From an optimization exercise on the open Yosys and OpenROAD flow, aimed at small area, a short achievable clock period and few clock cycles; shortcuts taken in it are not production practice.
Function was not checked in any run shown here: the RTL went through the layout flow alone.
No activity file was given, so power comes from the tool's default toggle rates.

### config.mk
export PLATFORM = sky130hd
export DESIGN_NAME = CPU_6507
export DESIGN_NICKNAME = CPU_6507
export VERILOG_FILES = /design/flow/design.v
export SDC_FILE = /design/flow/constraint.sdc
export NUM_CORES = 4
export LEC_CHECK = 0
export ABC_AREA = 1
export CAP_MARGIN = 20
export CORE_MARGIN = 2
export CORE_UTILIZATION = 60
export SLEW_MARGIN = 20
### constraint.sdc
create_clock -name core_clock -period 9.0 [get_ports {clk}]
set_input_delay 1.8000 -clock core_clock [delete_from_list [all_inputs] [get_ports {clk}]]
set_output_delay 1.8000 -clock core_clock [all_outputs]
set_load 0.01 [all_outputs]
### design.v
module CPU_6507(
	output [12:0] addr_bus,
	output [7:0] d_out,
	input [7:0] d_in,
	output reg wenb,
	input clk,
	input rstb,
	input rdy
);
localparam T0 = 5'd0, T1 = 5'd1, ABS2 = 5'd2, IDX = 5'd3, BR = 5'd4, BRFIX = 5'd5;
localparam DATA = 5'd8, MOD = 5'd9, WR = 5'd10, PLO = 5'd11, PHI = 5'd12, PHIJ = 5'd13;
localparam PUSH = 5'd16, SINC = 5'd17, PUSHL = 5'd18, PUSHP = 5'd19, PULLP = 5'd20, PULLL = 5'd21, PULLH = 5'd22, PULLA = 5'd23;
reg [7:0] A, X, Y, S;
reg N, V, D, I, Z, C;
reg [15:0] PC;
reg [7:0] IR, DL, ABL;
reg [4:0] ABH;
reg [4:0] st;
wire [7:0] P = {N, V, 2'b00, D, I, Z, C};
assign addr_bus = st[4] ? {5'b00001, S} : st[3] ? {ABH, ABL} : PC[12:0];
wire [2:0] aaa = IR[7:5];
wire [2:0] bbb = IR[4:2];
wire [1:0] cc = IR[1:0];
wire g1 = cc == 2'b01;
wire g2 = cc == 2'b10;
wire g0 = cc == 2'b00;
wire m_imm = (g1 & bbb == 3'b010) | (~g1 & bbb == 3'b000 & aaa[2]);
wire m_zp = bbb == 3'b001;
wire m_zpi = bbb == 3'b101;
wire m_izx = g1 & bbb == 3'b000;
wire m_izy = g1 & bbb == 3'b100;
wire m_absi = bbb == 3'b111 | (g1 & bbb == 3'b110);
wire use_y = (g1 & (bbb == 3'b110 | bbb == 3'b100)) | (g2 & aaa[2:1] == 2'b10);
wire is_store = aaa == 3'b100 & ~(g0 & ~bbb[0]) & ~(g2 & bbb[1:0] == 2'b10);
wire is_rmw = g2 & ~(aaa[2:1] == 2'b10) & bbb[0];
wire is_branch = g0 & bbb == 3'b100;
wire is_jmp = IR == 8'h4C;
wire is_jmpi = IR == 8'h6C;
wire is_jsr = IR == 8'h20;
wire is_brk = IR == 8'h00;
reg take;
always @(*) begin
	case (aaa[2:1])
		2'b00: take = N;
		2'b01: take = V;
		2'b10: take = C;
		default: take = Z;
	endcase
	take = take == aaa[0];
end
localparam OP_ADD = 3'd0, OP_AND = 3'd1, OP_OR = 3'd2, OP_EOR = 3'd3, OP_SHL = 3'd4, OP_SHR = 3'd5;
localparam [8:0] SA = 9'h100, SX = 9'h080, SY = 9'h040, SS = 9'h020, SPL = 9'h010, SPH = 9'h008, SAL = 9'h004, SDL = 9'h002, SP = 9'h001, S0 = 9'h000;
localparam [1:0] MDL = 2'b10, MNDL = 2'b11, M00 = 2'b00, MFF = 2'b01;
localparam [1:0] C0 = 2'b00, C1 = 2'b10, CC = 2'b01;
localparam [15:0] CW_NONE = 16'd0;
localparam [15:0] CW_ALINC = {SAL, M00, C1, OP_ADD};
reg [15:0] cw_exec;
always @(*) begin
	casez (IR)
		8'b000???01: cw_exec = {SA, MDL, C0, OP_OR};
		8'b001???01: cw_exec = {SA, MDL, C0, OP_AND};
		8'b010???01: cw_exec = {SA, MDL, C0, OP_EOR};
		8'b011???01: cw_exec = {SA, MDL, CC, OP_ADD};
		8'b111???01: cw_exec = {SA, MNDL, CC, OP_ADD};
		8'b110???01: cw_exec = {SA, MNDL, C1, OP_ADD};
		8'b111???00: cw_exec = {SX, MNDL, C1, OP_ADD};
		8'b110???00: cw_exec = {SY, MNDL, C1, OP_ADD};
		8'b001???00: cw_exec = {SA, MDL, C0, OP_AND};
		default: cw_exec = {S0, MDL, C0, OP_OR};    
	endcase
end
reg [15:0] cw_mod;
always @(*) begin
	case (aaa)
		3'b000: cw_mod = {SDL, M00, C0, OP_SHL};
		3'b001: cw_mod = {SDL, M00, CC, OP_SHL};
		3'b010: cw_mod = {SDL, M00, C0, OP_SHR};
		3'b011: cw_mod = {SDL, M00, CC, OP_SHR};
		3'b110: cw_mod = {SDL, MFF, C0, OP_ADD};
		default: cw_mod = {SDL, M00, C1, OP_ADD};
	endcase
end
wire [8:0] idxsel = use_y ? SY : SX;
wire [8:0] stsel = cc[0] ? SA : cc[1] ? SX : SY;
wire [15:0] CW_STORE = {stsel, M00, C0, OP_OR};
wire [7:0] d = d_in;
wire co_rA = d[7] ? (~d[6] & d[5] & ~d[4]) : (d[6] | d[1]);    
wire co_rX = d[7] & (d[1] ? (d[6] | ~d[5]) : (d[6] & d[5]));    
wire co_rY = d[7] & ~d[1] & ~d[5];                              
wire co_rS = d[7] & d[1] & ~d[6] & d[5] & d[4];                 
wire co_rPH = ~d[7] & ~d[3];                                    
wire co_rP = ~d[7] & d[3] & ~d[6] & ~d[1];                      
wire co_mInv = d[7] & ~d[5] & ~d[4] & ~(d[6] ^ d[1]);           
wire co_cOne = d[7] & d[6] & ~d[1];                             
wire co_cC = ~d[7] & d[5] & d[1];                               
wire [2:0] co_op = {~d[7] & d[1], d[7] & ~d[6] & (d[5] | d[4] | d[1]), ~d[7] & d[6] & d[1]};
wire [15:0] cw_op = {co_rA, co_rX, co_rY, co_rS, 1'b0, co_rPH, 1'b0, 1'b0, co_rP,
	1'b0, co_mInv, co_cOne, co_cC, co_op};
reg [15:0] cw_nx;
always @(*) begin
	case (st)
		T0: cw_nx = cw_op;
		T1: begin
			if (m_imm) cw_nx = cw_exec;
			else if (is_branch) cw_nx = {SPL, MDL, C0, OP_ADD};
			else if (m_zp) cw_nx = CW_STORE;
			else if (m_izy) cw_nx = CW_ALINC;
			else if (m_zpi | m_izx) cw_nx = {idxsel, MDL, C0, OP_ADD};
			else cw_nx = {m_absi ? idxsel : S0, MDL, C0, OP_ADD};
		end
		IDX: cw_nx = m_izx ? CW_ALINC : CW_STORE;
		ABS2: cw_nx = is_jsr ? {SPH, M00, C0, OP_OR} : is_jmpi ? CW_ALINC : CW_STORE;
		PLO: cw_nx = {m_izy ? SY : S0, MDL, C0, OP_ADD};
		PHI: cw_nx = CW_STORE;
		DATA: cw_nx = is_rmw ? cw_mod : cw_exec;
		MOD: cw_nx = {SDL, M00, C0, OP_OR};
		BR: cw_nx = {SPH, 1'b0, DL[7], ~DL[7], 1'b0, OP_ADD};
		PUSH: cw_nx = {SPL, M00, C0, OP_OR};
		PUSHL: cw_nx = {SP, M00, C0, OP_OR};
		PUSHP: cw_nx = CW_ALINC;
		PULLA: cw_nx = cw_exec;
		default: cw_nx = CW_NONE;
	endcase
end
reg [15:0] cwr;
wire rA = cwr[15], rX = cwr[14], rY = cwr[13], rS = cwr[12], rPL = cwr[11], rPH = cwr[10], rAL = cwr[9], rDL = cwr[8], rP = cwr[7];
wire mEn = cwr[6], mInv = cwr[5], cOne = cwr[4], cC = cwr[3];
wire [2:0] op = cwr[2:0];
wire [7:0] R = ({8{rA}} & A) | ({8{rX}} & X) | ({8{rY}} & Y) | ({8{rS}} & S) |
	({8{rPL}} & PC[7:0]) | ({8{rPH}} & PC[15:8]) | ({8{rAL}} & ABL) | ({8{rDL}} & DL) | ({8{rP}} & P);
assign d_out = R;
wire [7:0] M = ({8{mEn}} & DL) ^ {8{mInv}};
wire cin = cOne | (cC & C);
wire [8:0] sum = {1'b0, R} + {1'b0, M} + {8'b0, cin};
reg [7:0] res;
reg cout;
always @(*) begin
	cout = sum[8];
	case (op)
		OP_ADD: res = sum[7:0];
		OP_AND: res = R & M;
		OP_OR: res = R | M;
		OP_EOR: res = R ^ M;
		OP_SHL: begin res = {R[6:0], cin}; cout = R[7]; end
		default: begin res = {cin, R[7:1]}; cout = R[0]; end
	endcase
end
wire ovf = (R[7] == M[7]) & (res[7] != R[7]);
reg wA, wX, wY, wS, wNZ, wC, wV, bitop;
always @(*) begin
	wA = 0; wX = 0; wY = 0; wS = 0; wNZ = 0; wC = 0; wV = 0; bitop = 0;
	case (st)
		T0: begin
			casez (IR)
				8'b0?0???01, 8'b001???01: begin wA = 1; wNZ = 1; end
				8'b101???01, 8'h68: begin wA = 1; wNZ = 1; end
				8'b011???01, 8'b111???01: begin wA = 1; wNZ = 1; wC = 1; wV = 1; end
				8'b110???01, 8'hE0, 8'hE4, 8'hEC, 8'hC0, 8'hC4, 8'hCC: begin wNZ = 1; wC = 1; end
				8'hA2, 8'hA6, 8'hAE, 8'hB6, 8'hBE: begin wX = 1; wNZ = 1; end
				8'hA0, 8'hA4, 8'hAC, 8'hB4, 8'hBC: begin wY = 1; wNZ = 1; end
				8'h24, 8'h2C: begin wNZ = 1; bitop = 1; wV = 1; end
				8'hAA, 8'hBA, 8'hE8, 8'hCA: begin wX = 1; wNZ = 1; end
				8'hA8, 8'hC8, 8'h88: begin wY = 1; wNZ = 1; end
				8'h8A, 8'h98: begin wA = 1; wNZ = 1; end
				8'h9A: wS = 1;
				8'h0A, 8'h2A, 8'h4A, 8'h6A: begin wA = 1; wNZ = 1; wC = 1; end
				default: ;
			endcase
		end
		MOD: begin wNZ = 1; wC = ~aaa[2]; end
		default: ;
	endcase
end
wire sdec = st == PUSH || st == PUSHL || st == PUSHP;
wire sinc = st == SINC || st == PULLL || (st == PULLP && ~IR[3]);
wire d_stk = ~d_in[7] & ~d_in[4] & ~d_in[2] & ~d_in[1] & ~d_in[0] & (d_in[3] | ~(d_in[5] & ~d_in[6]));
wire d_push = d_stk & ~d_in[5] & (d_in[3] | ~d_in[6]);
wire d_impl = (d_in[3:0] == 4'h8 & (d_in[7] | d_in[4])) | (d_in[3:0] == 4'hA & (d_in[7] | ~d_in[4]));
reg [4:0] ns;
reg wr_n;
always @(*) begin
	ns = T0;
	wr_n = 1'b0;
	case (st)
		T0: begin
			ns = {d_stk, 3'b000, ~d_impl & ~d_push};
			wr_n = d_push;
		end
		T1: begin
			if (m_imm) ns = T0;
			else if (is_branch) ns = take ? BR : T0;
			else if (m_zp) ns = DATA;
			else if (m_zpi | m_izx) ns = IDX;
			else if (m_izy) ns = PLO;
			else ns = ABS2;
			wr_n = m_zp & is_store;
		end
		IDX: begin ns = m_izx ? PLO : DATA; wr_n = ~m_izx & is_store; end
		ABS2: begin
			ns = is_jmp ? T0 : is_jsr ? PUSH : is_jmpi ? PLO : DATA;
			wr_n = is_jsr | (is_store & ~is_jmp & ~is_jmpi);
		end
		PLO: ns = (is_jmpi | is_brk) ? PHIJ : PHI;
		PHI: begin ns = DATA; wr_n = is_store; end
		PHIJ: ns = T0;
		DATA: ns = is_rmw ? MOD : T0;
		MOD: begin ns = WR; wr_n = 1'b1; end
		WR: ns = T0;
		BR: ns = (cout != DL[7]) ? BRFIX : T0;
		BRFIX: ns = T0;
		PUSH: begin ns = (is_brk | is_jsr) ? PUSHL : T0; wr_n = is_brk | is_jsr; end
		PUSHL: begin ns = is_brk ? PUSHP : T0; wr_n = is_brk; end
		PUSHP: ns = PLO;
		SINC: ns = IR[3] ? (IR[6] ? PULLA : PULLP) : (IR[5] ? PULLL : PULLP);
		PULLP: ns = IR[3] ? T0 : PULLL;
		PULLL: ns = PULLH;
		PULLH: ns = T0;
		PULLA: ns = T0;
		default: ns = T0;
	endcase
end
wire [15:0] PCinc = PC + 16'd1;
wire [7:0] sx = S ^ {8{sdec}};
wire [6:0] st_t = {&sx[6:0], &sx[5:0], &sx[4:0], &sx[3:0], &sx[2:0], &sx[1:0], sx[0]};
wire [4:0] dinc = d_in[4:0] + 5'd1;
wire [4:0] ABHc = cout ? dinc : d_in[4:0];
always @(posedge clk) begin
	if (!rstb) begin
		st <= PLO;
		IR <= 8'h00;
		ABL <= 8'hFC;
		ABH <= 5'h1F;
		wenb <= 1'b1;
		cwr <= CW_ALINC;
		A <= 0; X <= 0; Y <= 0; S <= 0;
		N <= 0; V <= 0; D <= 0; I <= 1; Z <= 1; C <= 0;
	end else if (rdy) begin
		st <= ns;
		cwr <= cw_nx;
		wenb <= ~wr_n;
		if (wA) A <= res;
		if (wX) X <= res;
		if (wY) Y <= res;
		if (wS) S <= res;
		else if (sdec | sinc) S <= S ^ {st_t, 1'b1};
		if (wNZ) begin N <= bitop ? M[7] : res[7]; Z <= res == 8'h00; end
		if (wC) C <= cout;
		if (wV) V <= bitop ? M[6] : ovf;
		case (st)
			T0: begin
				IR <= d_in;
				PC <= PCinc;
				casez (IR)
					8'b00?11000: C <= IR[5];
					8'b01?11000: I <= IR[5];
					8'hB8: V <= 1'b0;
					8'b11?11000: D <= IR[5];
					default: ;
				endcase
			end
			T1: begin
				DL <= d_in;
				PC <= PCinc;
				ABL <= d_in;
				ABH <= 5'd0;
			end
			IDX: begin ABL <= res; ABH <= 5'd0; end
			ABS2: begin
				if (is_jmp) PC <= {d_in, DL};
				else PC <= PCinc;
				if (is_jsr) ABL <= d_in;
				else begin ABL <= res; ABH <= ABHc; end
			end
			PLO: begin DL <= d_in; ABL <= res; end
			PHI: begin ABL <= res; ABH <= ABHc; end
			PHIJ, PULLH: PC <= {d_in, DL};
			DATA: DL <= d_in;
			MOD: DL <= res;
			BR: PC[7:0] <= res;
			BRFIX: PC[15:8] <= res;
			PUSH: if (is_jsr) PC[15:8] <= ABL;
			PUSHL: if (is_jsr) PC[7:0] <= DL;
			PUSHP: begin I <= 1'b1; ABL <= 8'hFE; ABH <= 5'h1F; end
			PULLP: begin N <= d_in[7]; V <= d_in[6]; D <= d_in[3]; I <= d_in[2]; Z <= d_in[1]; C <= d_in[0]; end
			PULLL, PULLA: DL <= d_in;
			default: ;
		endcase
	end
end
endmodule
### flow/run.sh
#!/bin/bash
set -euo pipefail
bash standard.sh "BUFFER_PORTS_ARGS=-buffer_cell sky130_fd_sc_hd__buf_4" SETUP_SLACK_MARGIN=5.8 finish > flow_make.log 2>&1
### standard.sh
#!/bin/bash
# synth_recipe.tcl (not shown) runs the flow's synth.tcl, then flattens the netlist and writes it again
# the make line also repeats each setting of config.mk as NAME=value (left out here)
make -C /OpenROAD-flow-scripts/flow DESIGN_CONFIG=/design/flow/config.mk WORK_HOME=/design/flow/orfs CLKGATE_MAP_FILE= SYNTH_SCRIPT=/design/flow/synth_recipe.tcl "${@:-finish}"
==> results of run 1 <==
how the worst max path moves through the flow:
stage | start | to | slack (ps)
floorplan | st[4] | addr_bus[6] | 5840
global placement | rdy | X[7] | 5130
detailed placement | rdy | X[7] | 5050
CTS | PC[15] | d_out[7] | 5660
global route | cwr[9] | d_out[7] | 5630
finish | cwr[12] | d_out[7] | 5680
repair_timing:
action                     in CTS  in global routing
pin swaps                      14                 17
gates resized for setup        53                 43
setup endpoints to repair      62                 61
setup buffers                  32                 25
routing by layer:
| metal | vias to the layer above | global-route usage (%) |
|---|---|---|
| met5 | - | 0 |
| met3 | 194 | 9.60 |
| li1 | 4564 | - |
| met1 | 4464 | 56.0 |
| met4 | 0 | 22.6 |
| met2 | 722 | 66.6 |
metrics by stage:
stage / util, % / setup WS (ps)
final: 70.5 / 5680
after global routing: 70.5 / 5630
after CTS: 67.9 / 5660
after detailed placement: 62.8 / 5050
after global placement: 62.8 / 5130
after floorplan: - / 5840
cells in the mapped netlist, drive strengths merged:
cell type,count
buf,21
a21oi,123
xor2,23
dfxtp,81
fa,1
a31oi,10
inv,203
a21boi,1
o2111ai,3
nor2,113
o21ai,118
nand2,333
or2,2
o31ai,3
edfxtp,24
o22ai,18
xnor2,3
o21bai,2
clkinv,4
o21a,2
o221ai,10
a22oi,15
a2111oi,1
nand4,15
clkbuf,29
nand3b,1
nor4,6
a211oi,10
o311ai,1
a2bb2oi,2
nor3,40
o2bb2ai,1
nand3,67
o211ai,26
a221oi,3
ha,21
power by group through the flow:
stage,Combinational (mW),Sequential [mW],Clock [mW]
2_1_floorplan,0.225,0.525,0
3_3_place_gp,0.346,0.542,0
3_5_place_dp,0.347,0.541,0
4_1_cts,0.384,0.528,0.421
5_1_grt,0.457,0.529,0.435
6_report,0.435,0.528,0.430
cell type report:
| cell class | count | area, sq um |
|---|---|---|
| Clock inverter | 5 | 41.3 |
| Clock buffer | 11 | 275 |
| Multi-Input combinational cell | 974 | 5210 |
| Tap cell | 180 | 225 |
| Inverter | 207 | 808 |
| Fill cell | 1193 | 4070 |
| Sequential cell | 105 | 2380 |
| Timing Repair Buffer | 94 | 764 |
flip-flops by register name (all words and copies together), names as in the netlist, 5 cells and up:
| signal | count |
|---|---|
| DL | 8 |
| PC | 16 |
| ABL | 8 |
| A | 8 |
| cwr | 16 |
| IR | 8 |
| ABH | 5 |
| X | 8 |
| Y | 8 |
| S | 8 |
| st | 5 |
worst max-delay path, cell delays in order (launching register included):
cell and delay (ps):
dfxtp_2 390, nand2_1 120, nand3_4 90, nor4_4 330
inv_2 80, buf_6 130
logic make-up (layout without fill, tap and decap cells):
group	Yosys count	count (layout)	synth area share [%]
AO/OA/AOI/OAI	349	349	24.3
buffers and inverters	257	317	12.2
flip-flops	105	105	28.0
AND/OR/NAND/NOR	577	577	29.4
adder cells (fa/ha/maj)	22	22	3.38
XOR/XNOR	26	26	2.72
==> results.txt, run 1 <==
- Placed insts: 1503
- Vias: 9944
- Remaining Overflow, GRT: 0
- Post-synthesis sequential area ratio: 28.0%
- Switch Pwr: 0.516 mW
- Max frequency: 0.302 GHz
- Post-Place Cell Area: 8650 sq um
- CTS H-tree lvls: 3
- Metal2 WL: 14100 microns
- Worst vdd ir: 0.107 mV
- P&R area growth vs syn: 16.0%
- Crit Path Max Fanout: 9
- Rows: 43
- First-pass GRT wire length: 48600 microns
- Critical path endpoint category: output port
- DRT met1 WL: 12400 microns
- Worst-path clk slew: 80 ps
- Pwr/cell area: 143 nW/um^2
- Worst-Skew Late Latency: 370 ps
- Hold WS: 471 ps
- RSZ-0062 raised after global routing: true
- Antenna viol nets, final: 0
- Reg2reg path depth: 16
- Setup TNS: 0 ps
- Static Leak: 4.43 nW
- Final Cycle Share: 36.8%
- CP required: 7200 ps
- Outcome: finished clean
- Average wire per standard cell: 20.8 microns
- Hold_buf cts: 0
- Number of max-cap violations: 0
- Met3 WL: 4150 microns
- GRT Overall Usage: 43.0%
- Synth top area cells: dfxtp_1, nand2_1, inv_1
- Count of distinct cell types in the synthesized netlist: 55
- Synth area leader: dfxtp_1
- Hold path cells: 2
- Sequential share of power: 37.9%
- Core area: 13800 sq um
- Final hold violations: 0
- Drt total wl: 32800 microns
- Slew headroom: 26.3%
- Non-Filler Instances: 1576
- Synth warn: 1
- Worst setup SP type: flip-flop
- Int Pwr: 0.876 mW
- Dpl hpwl: 23300 microns
- CTS tree: built
- Final setup viols: 0
- Syn Inst Count: 1336
- Clock skew: 7.95 ps
- Gate power share: 31.2%
- Port bufs: 32
- Worst R2R Setup Slack: 5830 ps
- Critical R2R Capture: PC[4]
- CTS Buffer Depth: 2
- Worst Tran Pin Value: 1100 ps
- Hold_sp: cwr[3]
- Drt first pass iters: 7
- Die W: 122 microns
- Most frequent cells in the layout: nand2_1, inv_1, a21oi_1, o21ai_0, nor2_1
- Sw Share: 37.1%
- RR Startpoint: cwr[13]
- Clock share of power: 30.9%
- Starting Density: 60.7%
- Placer Congestion: 1.07
- Vias per std cell: 6.31
- Worst Hold Endpoint: cwr[3]
- Largest net degree at the start of global routing: 45
- Clock sink total: 105
- Uppermost routed layer: met4
- Root Driver: clkbuf_16
- Max-slew violation count: 0
- Minimum clock period: 3320 ps
- Syn_nets: 1369
- Synth Register Bits: 105
- Yosys top cell area share: 19.4%
- Total CTS buffers: 9
- Vias in the first global route: 8768
- Post-route cell area: 9700 sq um
- Share of cells above drive strength 1: 14.9%
- Initial drt markers: 1786
- CP Class: reg2out
- IO Count: 33
- Initial antenna violation count: 0
- Full die area: 14900 sq um
- Final Net Count: 1424
- Avg Cell Area, Syn: 6.26 sq um
- Worst Hold Class: reg2reg
- Total power: 1.39 mW
- Post-synthesis cell area: 8370 sq um
- Commonest non-fill, non-tap cell in the layout: nand2_1
- Antenna Cells: 0
- Height of the chip: 122 microns
- CP Data Arrival Time: 1520 ps
- Residual DRC: 0
==> run 2, diff against run 1 <==
==> flow/run.sh (replaced) <==
#!/bin/bash
set -euo pipefail
bash standard.sh ADDER_MAP_FILE= "BUFFER_PORTS_ARGS=-buffer_cell sky130_fd_sc_hd__buf_4" SETUP_SLACK_MARGIN=5.8 finish > flow_make.log 2>&1
==> results.txt, run 2 <==
- Most frequent cells in the layout: nand2_1, inv_1, a21oi_1, nor2_1, o21ai_0
- CP Buf/Inv Count: 1 (-1)
- Vias: 10300 (+3.3%)
- Setup TNS: 0 ps (unchanged)
- Critical R2R Capture: PC[3]
- Synth area leader: dfxtp_1
- Post-synth EDFFs: 24 (unchanged)
- Most frequent cell after synthesis: nand2_1
- Crit Path Max Fanout: 8 (-1)
- Synth warn: 1 (unchanged)
- IO Count: 33 (unchanged)
- P&R area growth vs syn: 13.1%
- Total CTS buffers: 9 (unchanged)
- Remaining Overflow, GRT: 0 (unchanged)
- Hold_buf cts: 0 (unchanged)
- Worst vdd ir: 0.117 mV (+9.2%)
- RSZ-0062 raised after global routing: true
- Final Cycle Share: 36.4% (-0.41 points)
- Placed insts: 1561 (+3.9%)
- Number of max-cap violations: 0 (unchanged)
- Reg2reg path depth: 8 (-8)
- Non-Filler Instances: 1622 (+2.9%)
- Final hold violations: 0 (unchanged)
- Core area: 14400 sq um (+4.3%)
- Count of distinct cell types in the synthesized netlist: 62 (+13%)
- Worst path cell trace: a22o_4 -> nor3_4 -> nand2_2 -> buf_6
- Antenna Cells: 0 (unchanged)
- Post-synthesis sequential area ratio: 26.9% (-1.1 points)
- CTS Buffer Depth: 2 (unchanged)
- Average wire per standard cell: 20.8 microns (about the same)
- Placer Congestion: 1.04 (-2.9%)
- CP max stage delay: 380 ps (about the same)
- Kind of cell adding the most delay to the critical path: flip-flops
- Worst R2R Setup Slack: 5850 ps (+20 ps)
- Share of cells above drive strength 1: 18.5% (+3.6 points)
- Post-Place Cell Area: 8940 sq um (+3.4%)
- Pwr/cell area: 140 nW/um^2 (-2.5%)
- Vias per std cell: 6.33 (+0.34%)
- Worst Hold Class: reg2reg
- Worst Hold Endpoint: cwr[3]
- Pre-CTS setup slack: 4980 ps (-68.3 ps)
- Static Leak: 4.46 nW (+0.68%)
- Clock sink total: 105 (unchanged)
- CP Class: reg2out
- CP Data Arrival Time: 1480 ps (-40 ps)
- Full die area: 15500 sq um (+4.1%)
- Synth Register Bits: 105 (unchanged)
- Die W: 125 microns (+2.0%)
- Post-synthesis cell area: 8720 sq um (+4.2%)
- Drt first pass iters: 9 (+2)
- Max-slew violation count: 0 (unchanged)
- Rows: 44 (+2.3%)
- Post-route cell area: 9870 sq um (+1.7%)
- Max stage delay cell, worst path: dfxtp_4
- Hold WS: 468 ps (-3.06 ps)
- RR Startpoint: st[3]
- GRT Overall Usage: 42.4% (-0.60 points)
- Synth cell count leaders: nand2_1, inv_1, a21oi_1
- FFs w/ async S/R, synth: 0% (unchanged)
- Final Net Count: 1444 (+1.4%)
- First-pass GRT wire length: 51800 microns (+6.4%)
- Syn_nets: 1401 (+2.3%)
- CP required: 7200 ps (about the same)
- Height of the chip: 125 microns (+2.0%)
- Hold_sp: cwr[3]
- Worst-Skew Late Latency: 360 ps (about the same)
- Antenna viol nets, final: 0 (unchanged)
- Dpl hpwl: 25300 microns (+8.9%)
- Commonest non-fill, non-tap cell in the layout: nand2_1
- Largest net degree at the start of global routing: 43 (-4.4%)
- Starting Density: 60.7% (about the same)
- Largest registers: PC (16), cwr (16)
- Vias in the first global route: 9310 (+6.2%)
- Yosys top cell area share: 18.6% (-0.79 points)
- Synth top area cells: dfxtp_1, nand2_1, edfxtp_1
- Worst Tran Pin Value: 959 ps (-138 ps)
- Drt total wl: 33700 microns (+2.9%)
- Initial drt markers: 1443 (-19%)
- Critical path endpoint category: output port
- Worst-path clk slew: 70 ps (about the same)
- Final setup viols: 0 (unchanged)
- Worst setup SP type: flip-flop
- CTS tree: built
- Avg Cell Area, Syn: 6.27 sq um (+0.20%)
- Max frequency: 0.305 GHz (+1.1%)
- Total power: 1.38 mW (-0.83%)
- Initial antenna violation count: 0 (unchanged)
- Dominant synthesized flop cell: dfxtp_1
- Util after Layout: 68.7% (-1.8 points)
- Residual DRC: 0 (unchanged)
- Root Driver: clkbuf_16
- Final WS setup: 5720 ps (+36.6 ps)
- CTS H-tree lvls: 3 (unchanged)
- Outcome: finished clean
- Slew headroom: 35.6% (+9.3 points)
- Minimum clock period: 3280 ps (-36.6 ps)
- Port bufs: 32 (unchanged)
- Syn Inst Count: 1390 (+4.0%)
- Clock skew: 13.0 ps (+5.09 ps)
- Hold path cells: 2 (unchanged)
run 2: cell count changes after synthesis, moves of 14 or more:
| cell | delta |
|---|---|
| inv_1 | -43 |
| inv_2 | +27 |
| o21ai_1 | +27 |
| nand2_1 | +25 |
| ha_1 | -21 |
| nand2_2 | +19 |
| nor3_1 | -14 |
run 2: kinds of logic after synthesis:
| logic type | after synthesis | synth area share, % |
|---|---|---|
| buf+inv | 240 | 11.5 |
| xor+xnor | 19 | 2.25 |
| compound gates | 369 | 24.6 |
| simple gates | 657 | 34.8 |
| flops | 105 | 26.9 |
run 2: worst max-delay path by stage:
stage | startpoint | end | depth (start not counted)
after floorplan | d_in[7] | st[0] | 13
after global placement | rdy | X[4] | 8
after detailed placement | rdy | X[4] | 8
after CTS | st[3] | addr_bus[0] | 5
after global routing | cwr[15] | d_out[7] | 4
final | cwr[15] | d_out[7] | 4
run 2: area by class of cell:
| cell class | count | area, sq um |
|---|---|---|
| inverter | 191 | 743 |
| sequential | 105 | 2360 |
| timing repair buffer | 81 | 652 |
| clock buffer | 10 | 250 |
| multi-input combinational | 1045 | 5560 |
| tap | 184 | 230 |
| clock inverter | 6 | 72.6 |
| fill | 1331 | 4500 |
run 2: worst register-to-register path: stages (launching register included):
cell and delay, ps:
dfxtp_4 390, buf_4 160, nor2_1 130, inv_1 70
nor3_2 650, nor3_2 290, inv_1 290, o22ai_1 120
nor2_1 670
run 2: what timing repair did:
item                       in CTS  in global routing
setup endpoints to repair      42                 47
pin swaps                      18                 15
buffers inserted               29                 16
gates resized for setup        38                 35
run 2: metal layers:
metal | wire length (microns) | GRT usage [%] | up-vias
li1 | - | - | 4719
met2 | 14600 | 65.8 | 771
met5 | 0 | 0 | -
met3 | 3990 | 9.24 | 187
met4 | 2400 | 25.6 | 0
met1 | 12700 | 54.1 | 4592
run 2: where the power goes:
group          total [mW]  internal [mW]  switching [mW]
registers           0.530          0.504          0.0260
logic               0.422          0.135           0.287
clock network       0.429          0.236           0.193
total                1.38          0.874           0.506

-- afterwards: timing with drivers on the ports --
The results above use ideal ports. As a check the final layouts listed here were re-extracted and re-timed, cells and wires unchanged.
Step 1 assumes that a clkbuf_16 drives the clock port and a buf_2 every other input.
Step 2 moves the port delays by t, midway between the first and last clock arrival at a register: inputs arrive t later, outputs are due t later. That takes back most of the time a late clock gives input paths.
Slacks: ideal / step 1 / step 2; pairs: ideal / step 1.
run | shift t [ns] | setup slack, ns | worst setup path at the end | pins driven straight from the clock port
run 1 | 0.409 | 5.685 / 5.638 / 5.457 | input to register | 1
run 2 | 0.400 | 5.721 / 5.677 / 5.473 | input to register | 1
After both steps every run listed still meets setup and hold. For run 2, which loses most, drivers alone change the setup slack by -0.044 ns; drivers and shift together by -0.248 ns.
